Background: an optimization exercise with open tools, aiming at small area, a short achievable clock period and few clock cycles. Do not read the settings as production practice.
RTL that was checked went through simulation tests only; none was proved equivalent to the original.

==> job 7667: inputs <==
## Cfu
module Cfu (
  input               cmd_valid,
  output              cmd_ready,
  input      [9:0]    cmd_payload_function_id,
  input      [31:0]   cmd_payload_inputs_0,
  input      [31:0]   cmd_payload_inputs_1,
  output              rsp_valid,
  input               rsp_ready,
  output     [31:0]   rsp_payload_outputs_0,
  input               reset,
  input               clk
);
export LEC_CHECK = 0
export CAP_MARGIN = 20
export CORE_MARGIN = 2
export CORE_UTILIZATION = 40
export SETUP_SLACK_MARGIN = 1.75
export SLEW_MARGIN = 20
export SYNTH_HIERARCHICAL = 1
export SYNTH_MINIMUM_KEEP_SIZE = 0
create_clock -name core_clock -period 13.5 [get_ports {clk}]
standard.sh (not shown) runs the stock make flow with config.mk's settings and CLKGATE_MAP_FILE= SYNTH_SCRIPT=/design/flow/synth_recipe.tcl, a recipe that flattens the netlist after the stock synthesis.
==> flow/flow/run.sh <==
#!/bin/bash
# Standard layout, with the port buffers made from sky130_fd_sc_hd__buf_2 cells instead of
# the delay cells the flow picks by default.  make's output goes to
# standard.log; each tool's own log is under orfs/logs/.
set -euo pipefail
export BUFFER_PORTS_ARGS="-buffer_cell sky130_fd_sc_hd__buf_2"
bash standard.sh > standard.log 2>&1
==> job 1722: changes against job 7667 <==
--- a/flow/design.v
+++ b/flow/design.v
@@ -28,14 +28,17 @@
 endmodule
 module O21AI (input a, input b, input c, output y);
 assign y = ~((a | b) & c);
 endmodule
 module OR2 (input a, input b, output y);
 assign y = a | b;
 endmodule
+module INCR #(parameter W = 13) (input [W-1:0] a, output [W-1:0] y);
+assign y = a + 1'b1;
+endmodule
 module Bitblade (
   input         sel8,    
   input         op3,     
   input  [31:0] in_a,
   input  [31:0] in_b,
   input  [31:0] acc,     
   input         ldu,     
@@ -1879,17 +1882,20 @@
 wire k1045;
 XOR2 u1045 (.a(k928), .b(k1025), .y(k1045));
 wire k1046;
 XOR2 u1046 (.a(k931), .b(k1026), .y(k1046));
 wire ck1047;
 assign ck1047 = k1027;
 wire [18:0] lo = {k1046, k1045, k1044, k1043, k1042, k1041, k1040, k1039, k1038, k1037, k1036, k1035, k1034, k1033, k1032, k1031, k1030, k1029, S1028};
-wire [12:0] inc = acc[31:19] + 1'b1;
+wire [12:0] inc;
+INCR #(.W(13)) uinc (.a(acc[31:19]), .y(inc));
 wire [31:0] sum = {ck1047 ? inc : acc[31:19], lo};
-wire [31:0] rspv = {(op3 & ck1047) ? inc : acc[31:19] & {13{keep | op3}}, lo & {19{op3}} | acc[18:0] & {19{keep}}};
+wire [12:0] hi1 = op3 ? inc : acc[31:19] & {13{keep}};
+wire [12:0] hi0 = acc[31:19] & {13{keep | op3}};
+wire [31:0] rspv = {ck1047 ? hi1 : hi0, lo & {19{op3}} | acc[18:0] & {19{keep}}};
 assign psum = sum[10:0];
 assign rsp = rspv;
 endmodule
 module Cfu (
   input               cmd_valid,
   output              cmd_ready,
   input      [9:0]    cmd_payload_function_id,
SETUP_SLACK_MARGIN = 1.5   (was 1.75)
==> job 843: changes against job 7667 <==
--- a/flow/design.v
+++ b/flow/design.v
@@ -28,14 +28,24 @@
 endmodule
 module O21AI (input a, input b, input c, output y);
 assign y = ~((a | b) & c);
 endmodule
 module OR2 (input a, input b, output y);
 assign y = a | b;
 endmodule
+module HISEL #(parameter W = 13) (
+  input  [W-1:0] a,
+  input          op3,
+  input          keep,
+  output [W-1:0] h1,
+  output [W-1:0] h0
+);
+assign h1 = op3 ? a + 1'b1 : a & {W{keep}};
+assign h0 = a & {W{keep | op3}};
+endmodule
 module Bitblade (
   input         sel8,    
   input         op3,     
   input  [31:0] in_a,
   input  [31:0] in_b,
   input  [31:0] acc,     
   input         ldu,     
@@ -1881,15 +1891,17 @@
 wire k1046;
 XOR2 u1046 (.a(k931), .b(k1026), .y(k1046));
 wire ck1047;
 assign ck1047 = k1027;
 wire [18:0] lo = {k1046, k1045, k1044, k1043, k1042, k1041, k1040, k1039, k1038, k1037, k1036, k1035, k1034, k1033, k1032, k1031, k1030, k1029, S1028};
 wire [12:0] inc = acc[31:19] + 1'b1;
 wire [31:0] sum = {ck1047 ? inc : acc[31:19], lo};
-wire [31:0] rspv = {(op3 & ck1047) ? inc : acc[31:19] & {13{keep | op3}}, lo & {19{op3}} | acc[18:0] & {19{keep}}};
+wire [12:0] hi1, hi0;
+HISEL #(.W(13)) uhi (.a(acc[31:19]), .op3(op3), .keep(keep), .h1(hi1), .h0(hi0));
+wire [31:0] rspv = {ck1047 ? hi1 : hi0, lo & {19{op3}} | acc[18:0] & {19{keep}}};
 assign psum = sum[10:0];
 assign rsp = rspv;
 endmodule
 module Cfu (
   input               cmd_valid,
   output              cmd_ready,
   input      [9:0]    cmd_payload_function_id,
SETUP_SLACK_MARGIN = 1.5   (was 1.75)
==> comparison <==
- Non-clock buffer count: job 843 is higher than job 7667 (1).
- In job 843 the maximum frequency is larger than in job 7667, by 0.85%.
- Job 843 completed with no timing, DRC or antenna violations. Job 7667 went through all stages and came out clean. Job 1722 finished with timing, DRC and antenna clean.
- Final cell count, lowest first: job 7667, job 1722, job 843.
- Die area: job 7667 < job 1722 < job 843.
Testbench counts of job 7667, summed over its fixed seeds: cycles 2,112.
No functional check of the RTL was part of job 1722 and job 843.


==> inputs of zinc <==
Cfu, a different RTL version from the one above (not shown whole).
==> flow/config.mk <==
export PLATFORM = sky130hd
export DESIGN_NAME = Cfu
export DESIGN_NICKNAME = Cfu
export VERILOG_FILES = /design/flow/design.v
export SDC_FILE = /design/flow/constraint.sdc
export NUM_CORES = 4
export LEC_CHECK = 0
export CAP_MARGIN = 20
export CORE_MARGIN = 2
export CORE_UTILIZATION = 40
export PLACE_DENSITY = 0.75
export SETUP_SLACK_MARGIN = 1.5
export SLEW_MARGIN = 20
export SYNTH_HIERARCHICAL = 1
export SYNTH_MINIMUM_KEEP_SIZE = 0
==> flow/constraint.sdc <==
create_clock -name core_clock -period 13.5 [get_ports {clk}]
set_input_delay 2.7000 -clock core_clock [delete_from_list [all_inputs] [get_ports {clk}]]
set_output_delay 2.7000 -clock core_clock [all_outputs]
set_load 0.01 [all_outputs]
Scripts as last shown in full above: flow/flow/run.sh
==> yarrow: changes against zinc <==
--- a/flow/design.v
+++ b/flow/design.v
@@ -27,19 +27,28 @@
 assign y = ~(a & b | c);
 endmodule
 module O21AI (input a, input b, input c, output y);
 assign y = ~((a | b) & c);
 endmodule
+module HAN (
+  input  a,
+  input  b,
+  output s,
+  output co
+);
+assign s  = ~(a ^ b);
+assign co = a | b;
+endmodule
 module Bitblade (
   input         sel8,    
   input         op3,     
   input  [31:0] in_a,
   input  [31:0] in_b,
   input  [31:0] acc,     
   input         ldu,     
   input  [10:0] p_g,     
-  input  [31:0] acc_m,   
+  input         keep,    
   output [10:0] psum,    
   output [31:0] rsp
 );
 wire [31:0] a8 = in_a & {32{sel8}};
 wire [31:0] b8 = in_b & {32{sel8}};
@@ -311,12 +320,11 @@
 wire s135;
 wire c136;
 FA fa136 (.a(p114), .b(p117), .ci(c130), .s(s135), .co(c136));
 wire s137;
 wire c138;
-assign s137 = ~(s131 ^ s133);
-assign c138 = s131 | s133;
+HAN ha138 (.a(s131), .b(s133), .s(s137), .co(c138));
 wire s139;
 wire c140;
 FA fa140 (.a(p67), .b(p70), .ci(p73), .s(s139), .co(c140));
 wire s141;
 wire c142;
@@ -444,12 +452,11 @@
 wire s223;
 wire c224;
 FA fa224 (.a(s219), .b(c210), .ci(s221), .s(s223), .co(c224));
 wire s225;
 wire c226;
-assign s225 = ~(c212 ^ s223);
-assign c226 = c212 | s223;
+HAN ha226 (.a(c212), .b(s223), .s(s225), .co(c226));
 wire s227;
 wire c228;
 FA fa228 (.a(c216), .b(c218), .ci(c220), .s(s227), .co(c228));
 wire s229;
 wire c230;
@@ -819,12 +826,11 @@
 wire s416;
 wire c417;
 FA fa417 (.a(h236), .b(h238), .ci(c405), .s(s416), .co(c417));
 wire s418;
 wire c419;
-assign s418 = ~(s412 ^ s414);
-assign c419 = s412 | s414;
+HAN ha419 (.a(s412), .b(s414), .s(s418), .co(c419));
 wire s420;
 wire c421;
 FA fa421 (.a(p3), .b(p6), .ci(p9), .s(s420), .co(c421));
 wire s422;
 wire c423;
@@ -853,12 +859,11 @@
 wire s438;
 wire c439;
 FA fa439 (.a(c417), .b(h242), .ci(s434), .s(s438), .co(c439));
 wire s440;
 wire c441;
-assign s440 = ~(c419 ^ s436);
-assign c441 = c419 | s436;
+HAN ha441 (.a(c419), .b(s436), .s(s440), .co(c441));
 wire s442;
 wire c443;
 FA fa443 (.a(p4), .b(p7), .ci(p10), .s(s442), .co(c443));
 wire s444;
 wire c445;
@@ -1325,12 +1330,11 @@
 wire s752;
 wire c753;
 FA fa753 (.a(s748), .b(c705), .ci(s750), .s(s752), .co(c753));
 wire s754;
 wire c755;
-assign s754 = ~(c707 ^ s752);
-assign c755 = c707 | s752;
+HAN ha755 (.a(c707), .b(s752), .s(s754), .co(c755));
 wire s756;
 wire c757;
 FA fa757 (.a(p382), .b(p383), .ci(p384), .s(s756), .co(c757));
 wire s758;
 wire c759;
@@ -1428,23 +1432,20 @@
 wire s820;
 wire c821;
 FA fa821 (.a(~acc[15]), .b(h253), .ci(h255), .s(s820), .co(c821));
 wire s822;
 wire c823;
-assign s822 = ~(c817 ^ s820);
-assign c823 = c817 | s820;
+HAN ha823 (.a(c817), .b(s820), .s(s822), .co(c823));
 wire s824;
 wire c825;
 FA fa825 (.a(~acc[16]), .b(h257), .ci(h259), .s(s824), .co(c825));
 wire s826;
 wire c827;
-assign s826 = ~(c821 ^ s824);
-assign c827 = c821 | s824;
+HAN ha827 (.a(c821), .b(s824), .s(s826), .co(c827));
 wire s828;
 wire c829;
-assign s828 = ~(~acc[17] ^ c825);
-assign c829 = ~acc[17] | c825;
+HAN ha829 (.a(~acc[17]), .b(c825), .s(s828), .co(c829));
 wire g830;
 assign g830 = ~(s402 | s404);
 wire q831;
 assign q831 = s402 ^ s404;
 wire g832;
@@ -1912,11 +1913,11 @@
 wire ck1063;
 assign ck1063 = k1043;
 wire [18:0] lo = {k1062, k1061, k1060, k1059, k1058, k1057, k1056, k1055, k1054, k1053, k1052, k1051, k1050, k1049, k1048, k1047, k1046, k1045, S1044};
 wire [12:0] inc = acc[31:19] + 1'b1;
 wire [31:0] sum = {ck1063 ? inc : acc[31:19], lo};
-wire [31:0] rspv = {(op3 & ck1063) ? inc : acc_m[31:19], op3 ? lo : acc_m[18:0]};
+wire [31:0] rspv = {(op3 & ck1063) ? inc : acc[31:19] & {13{keep | op3}}, lo & {19{op3}} | acc[18:0] & {19{keep}}};
 assign psum = sum[10:0];
 assign rsp = rspv;
 endmodule
 module Cfu (
   input               cmd_valid,
@@ -1952,11 +1953,11 @@
   .in_a(cmd_payload_inputs_0),
   .in_b(cmd_payload_inputs_1),
   .acc(acc),
   .ldu(ld_upper),
   .p_g(ups & {11{mode & ~ld_upper}}),
-  .acc_m(acc & {32{~clr}}),
+  .keep(~use_sum & ~clr),
   .psum(psum),
   .rsp(rsp_payload_outputs_0)
 );
 assign cmd_ready = !hold;
 assign rsp_valid = go | pending;
--- a/flow/config.mk
+++ b/flow/config.mk
@@ -5,11 +5,11 @@
 export SDC_FILE = /design/flow/constraint.sdc
 export NUM_CORES = 4
 export LEC_CHECK = 0
 export CAP_MARGIN = 20
 export CORE_MARGIN = 2
-export CORE_UTILIZATION = 40
+export CORE_UTILIZATION = 60
 export PLACE_DENSITY = 0.75
 export SETUP_SLACK_MARGIN = 1.5
 export SLEW_MARGIN = 20
 export SYNTH_HIERARCHICAL = 1
 export SYNTH_MINIMUM_KEEP_SIZE = 0
==> garnet: changes against zinc <==
--- a/flow/design.v
+++ b/flow/design.v
@@ -27,19 +27,28 @@
 assign y = ~(a & b | c);
 endmodule
 module O21AI (input a, input b, input c, output y);
 assign y = ~((a | b) & c);
 endmodule
+module HAN (
+  input  a,
+  input  b,
+  output s,
+  output co
+);
+assign s  = ~(a ^ b);
+assign co = a | b;
+endmodule
 module Bitblade (
   input         sel8,    
   input         op3,     
   input  [31:0] in_a,
   input  [31:0] in_b,
   input  [31:0] acc,     
   input         ldu,     
   input  [10:0] p_g,     
-  input  [31:0] acc_m,   
+  input         keep,    
   output [10:0] psum,    
   output [31:0] rsp
 );
 wire [31:0] a8 = in_a & {32{sel8}};
 wire [31:0] b8 = in_b & {32{sel8}};
@@ -311,12 +320,11 @@
 wire s135;
 wire c136;
 FA fa136 (.a(p114), .b(p117), .ci(c130), .s(s135), .co(c136));
 wire s137;
 wire c138;
-assign s137 = ~(s131 ^ s133);
-assign c138 = s131 | s133;
+HAN ha138 (.a(s131), .b(s133), .s(s137), .co(c138));
 wire s139;
 wire c140;
 FA fa140 (.a(p67), .b(p70), .ci(p73), .s(s139), .co(c140));
 wire s141;
 wire c142;
@@ -444,12 +452,11 @@
 wire s223;
 wire c224;
 FA fa224 (.a(s219), .b(c210), .ci(s221), .s(s223), .co(c224));
 wire s225;
 wire c226;
-assign s225 = ~(c212 ^ s223);
-assign c226 = c212 | s223;
+HAN ha226 (.a(c212), .b(s223), .s(s225), .co(c226));
 wire s227;
 wire c228;
 FA fa228 (.a(c216), .b(c218), .ci(c220), .s(s227), .co(c228));
 wire s229;
 wire c230;
@@ -819,12 +826,11 @@
 wire s416;
 wire c417;
 FA fa417 (.a(h236), .b(h238), .ci(c405), .s(s416), .co(c417));
 wire s418;
 wire c419;
-assign s418 = ~(s412 ^ s414);
-assign c419 = s412 | s414;
+HAN ha419 (.a(s412), .b(s414), .s(s418), .co(c419));
 wire s420;
 wire c421;
 FA fa421 (.a(p3), .b(p6), .ci(p9), .s(s420), .co(c421));
 wire s422;
 wire c423;
@@ -853,12 +859,11 @@
 wire s438;
 wire c439;
 FA fa439 (.a(c417), .b(h242), .ci(s434), .s(s438), .co(c439));
 wire s440;
 wire c441;
-assign s440 = ~(c419 ^ s436);
-assign c441 = c419 | s436;
+HAN ha441 (.a(c419), .b(s436), .s(s440), .co(c441));
 wire s442;
 wire c443;
 FA fa443 (.a(p4), .b(p7), .ci(p10), .s(s442), .co(c443));
 wire s444;
 wire c445;
@@ -1325,12 +1330,11 @@
 wire s752;
 wire c753;
 FA fa753 (.a(s748), .b(c705), .ci(s750), .s(s752), .co(c753));
 wire s754;
 wire c755;
-assign s754 = ~(c707 ^ s752);
-assign c755 = c707 | s752;
+HAN ha755 (.a(c707), .b(s752), .s(s754), .co(c755));
 wire s756;
 wire c757;
 FA fa757 (.a(p382), .b(p383), .ci(p384), .s(s756), .co(c757));
 wire s758;
 wire c759;
@@ -1428,23 +1432,20 @@
 wire s820;
 wire c821;
 FA fa821 (.a(~acc[15]), .b(h253), .ci(h255), .s(s820), .co(c821));
 wire s822;
 wire c823;
-assign s822 = ~(c817 ^ s820);
-assign c823 = c817 | s820;
+HAN ha823 (.a(c817), .b(s820), .s(s822), .co(c823));
 wire s824;
 wire c825;
 FA fa825 (.a(~acc[16]), .b(h257), .ci(h259), .s(s824), .co(c825));
 wire s826;
 wire c827;
-assign s826 = ~(c821 ^ s824);
-assign c827 = c821 | s824;
+HAN ha827 (.a(c821), .b(s824), .s(s826), .co(c827));
 wire s828;
 wire c829;
-assign s828 = ~(~acc[17] ^ c825);
-assign c829 = ~acc[17] | c825;
+HAN ha829 (.a(~acc[17]), .b(c825), .s(s828), .co(c829));
 wire g830;
 assign g830 = ~(s402 | s404);
 wire q831;
 assign q831 = s402 ^ s404;
 wire g832;
@@ -1912,11 +1913,11 @@
 wire ck1063;
 assign ck1063 = k1043;
 wire [18:0] lo = {k1062, k1061, k1060, k1059, k1058, k1057, k1056, k1055, k1054, k1053, k1052, k1051, k1050, k1049, k1048, k1047, k1046, k1045, S1044};
 wire [12:0] inc = acc[31:19] + 1'b1;
 wire [31:0] sum = {ck1063 ? inc : acc[31:19], lo};
-wire [31:0] rspv = {(op3 & ck1063) ? inc : acc_m[31:19], op3 ? lo : acc_m[18:0]};
+wire [31:0] rspv = {(op3 & ck1063) ? inc : acc[31:19] & {13{keep | op3}}, lo & {19{op3}} | acc[18:0] & {19{keep}}};
 assign psum = sum[10:0];
 assign rsp = rspv;
 endmodule
 module Cfu (
   input               cmd_valid,
@@ -1952,11 +1953,11 @@
   .in_a(cmd_payload_inputs_0),
   .in_b(cmd_payload_inputs_1),
   .acc(acc),
   .ldu(ld_upper),
   .p_g(ups & {11{mode & ~ld_upper}}),
-  .acc_m(acc & {32{~clr}}),
+  .keep(~use_sum & ~clr),
   .psum(psum),
   .rsp(rsp_payload_outputs_0)
 );
 assign cmd_ready = !hold;
 assign rsp_valid = go | pending;
--- a/flow/config.mk
+++ b/flow/config.mk
@@ -6,10 +6,9 @@
 export NUM_CORES = 4
 export LEC_CHECK = 0
 export CAP_MARGIN = 20
 export CORE_MARGIN = 2
 export CORE_UTILIZATION = 40
-export PLACE_DENSITY = 0.75
-export SETUP_SLACK_MARGIN = 1.5
+export SETUP_SLACK_MARGIN = 2.0
 export SLEW_MARGIN = 20
 export SYNTH_HIERARCHICAL = 1
 export SYNTH_MINIMUM_KEEP_SIZE = 0
==> run notes <==
Core Box Area -> 25,300 sq um
Dpl hpwl -> 23.5 mm
Post-synthesis cell count -> 1,105
Synth cell count leaders -> 258 x fa_1, 178 x nand2_1, 125 x nand3_1, 84 x clkbuf_1, 67 x inv_1
Met3 Usage GRT -> 5.27%
Synth area leaders -> fa_1 50%, dfxtp_1 8.9%, nand2_1 6.4%
Most frequent cells in the layout -> 258 x fa_1, 178 x nand2_1, 125 x nand3_1, 105 x buf_2, 67 x inv_1
Largest net degree at the start of global routing -> 115
Status -> no timing/DRC/antenna violations
Area of placed instances -> 10,900 sq um
Source of the figures above: zinc

==> run notes <==
Critical Path Fanout Max -> 8
Met3 Usage GRT -> 6.01%
Dpl hpwl -> 22.0 mm
# Post-CTS Setup Buffers -> 0
Synth area leaders -> fa_1 51%, dfxtp_1 9.1%, nand2_1 6.6%
Post-synthesis cell count -> 1,061
Largest net degree at the start of global routing -> 76
CP Launch Point -> cmd_payload_inputs_0[4]
Most frequent cells in the layout -> 258 x fa_1, 178 x nand2_1, 130 x nand3_1, 105 x buf_2, 73 x inv_1
Clock Skews -> 8.28 ps
Status -> no timing/DRC/antenna violations
Area leader, netlist -> fa_1
Source of the figures above: yarrow

==> run notes <==
Post-synthesis cell count -> 1,061
Core Box Area -> 25,000 sq um
Most frequent cells in the layout -> 229 x fa_1, 172 x nand2_1, 125 x nand3_1, 72 x inv_1, 54 x buf_2
Dpl hpwl -> 23.5 mm
Status -> no timing/DRC/antenna violations
Cells on Worst Hold Path -> 1
Portion of netlist area occupied by mux cells -> 1.98%
Met3 Usage GRT -> 3.59%
Critical path endpoint category -> output port
Largest net degree at the start of global routing -> 161
Synth cell count leaders -> 258 x fa_1, 178 x nand2_1, 130 x nand3_1, 74 x clkbuf_1, 73 x inv_1
Synth area leaders -> fa_1 51%, dfxtp_1 9.1%, nand2_1 6.6%
Source of the figures above: garnet

Testbench counts of yarrow, summed over its fixed seeds: cycles 2,112.
Testbench counts of garnet, summed over its fixed seeds: cycles 2,112.
Function not checked in zinc: the RTL went through the layout flow alone.

separate check: timing with driven ports:
Ports are ideal in the flow. The routed layouts listed here were re-timed in OpenROAD.
Step 1, drivers: a clkbuf_16 drives clk and a buf_2 each remaining input, both assumed.
Step 2 adds t to the input delays and takes it off the output delays; t is the mean of the earliest and latest rising clock arrival at the registers after step 1. Input paths then give back, and output paths get back, about the clock's delay inside the block.
Three values: ideal, step 1, step 2; two values: the first two.
| run | shift t [ns] | setup slack, ns | latest minus earliest clock arrival (ns) | worst slew at a driven data input, ns |
|---|---|---|---|---|
| job 7667 | 0.320 | 2.017 / 1.997 / 1.997 | 0.008 / 0.009 | 0.03 |
| job 1722 | 0.322 | 1.881 / 1.860 / 1.860 | 0.010 / 0.010 | 0.04 |
| job 843 | 0.329 | 2.115 / 2.094 / 2.094 | 0.013 / 0.012 | 0.05 |
| zinc | 0.316 | 1.859 / 1.829 / 1.829 | 0.010 / 0.009 | 0.03 |
| yarrow | 0.322 | 1.857 / 1.836 / 1.836 | 0.009 / 0.008 | 0.04 |
| garnet | 0.321 | 2.170 / 2.145 / 2.145 | 0.006 / 0.006 | 0.04 |
After both steps setup and hold are still met in every run listed. For zinc, which loses most, drivers alone change the setup slack by -0.030 ns; drivers and shift together by -0.030 ns.
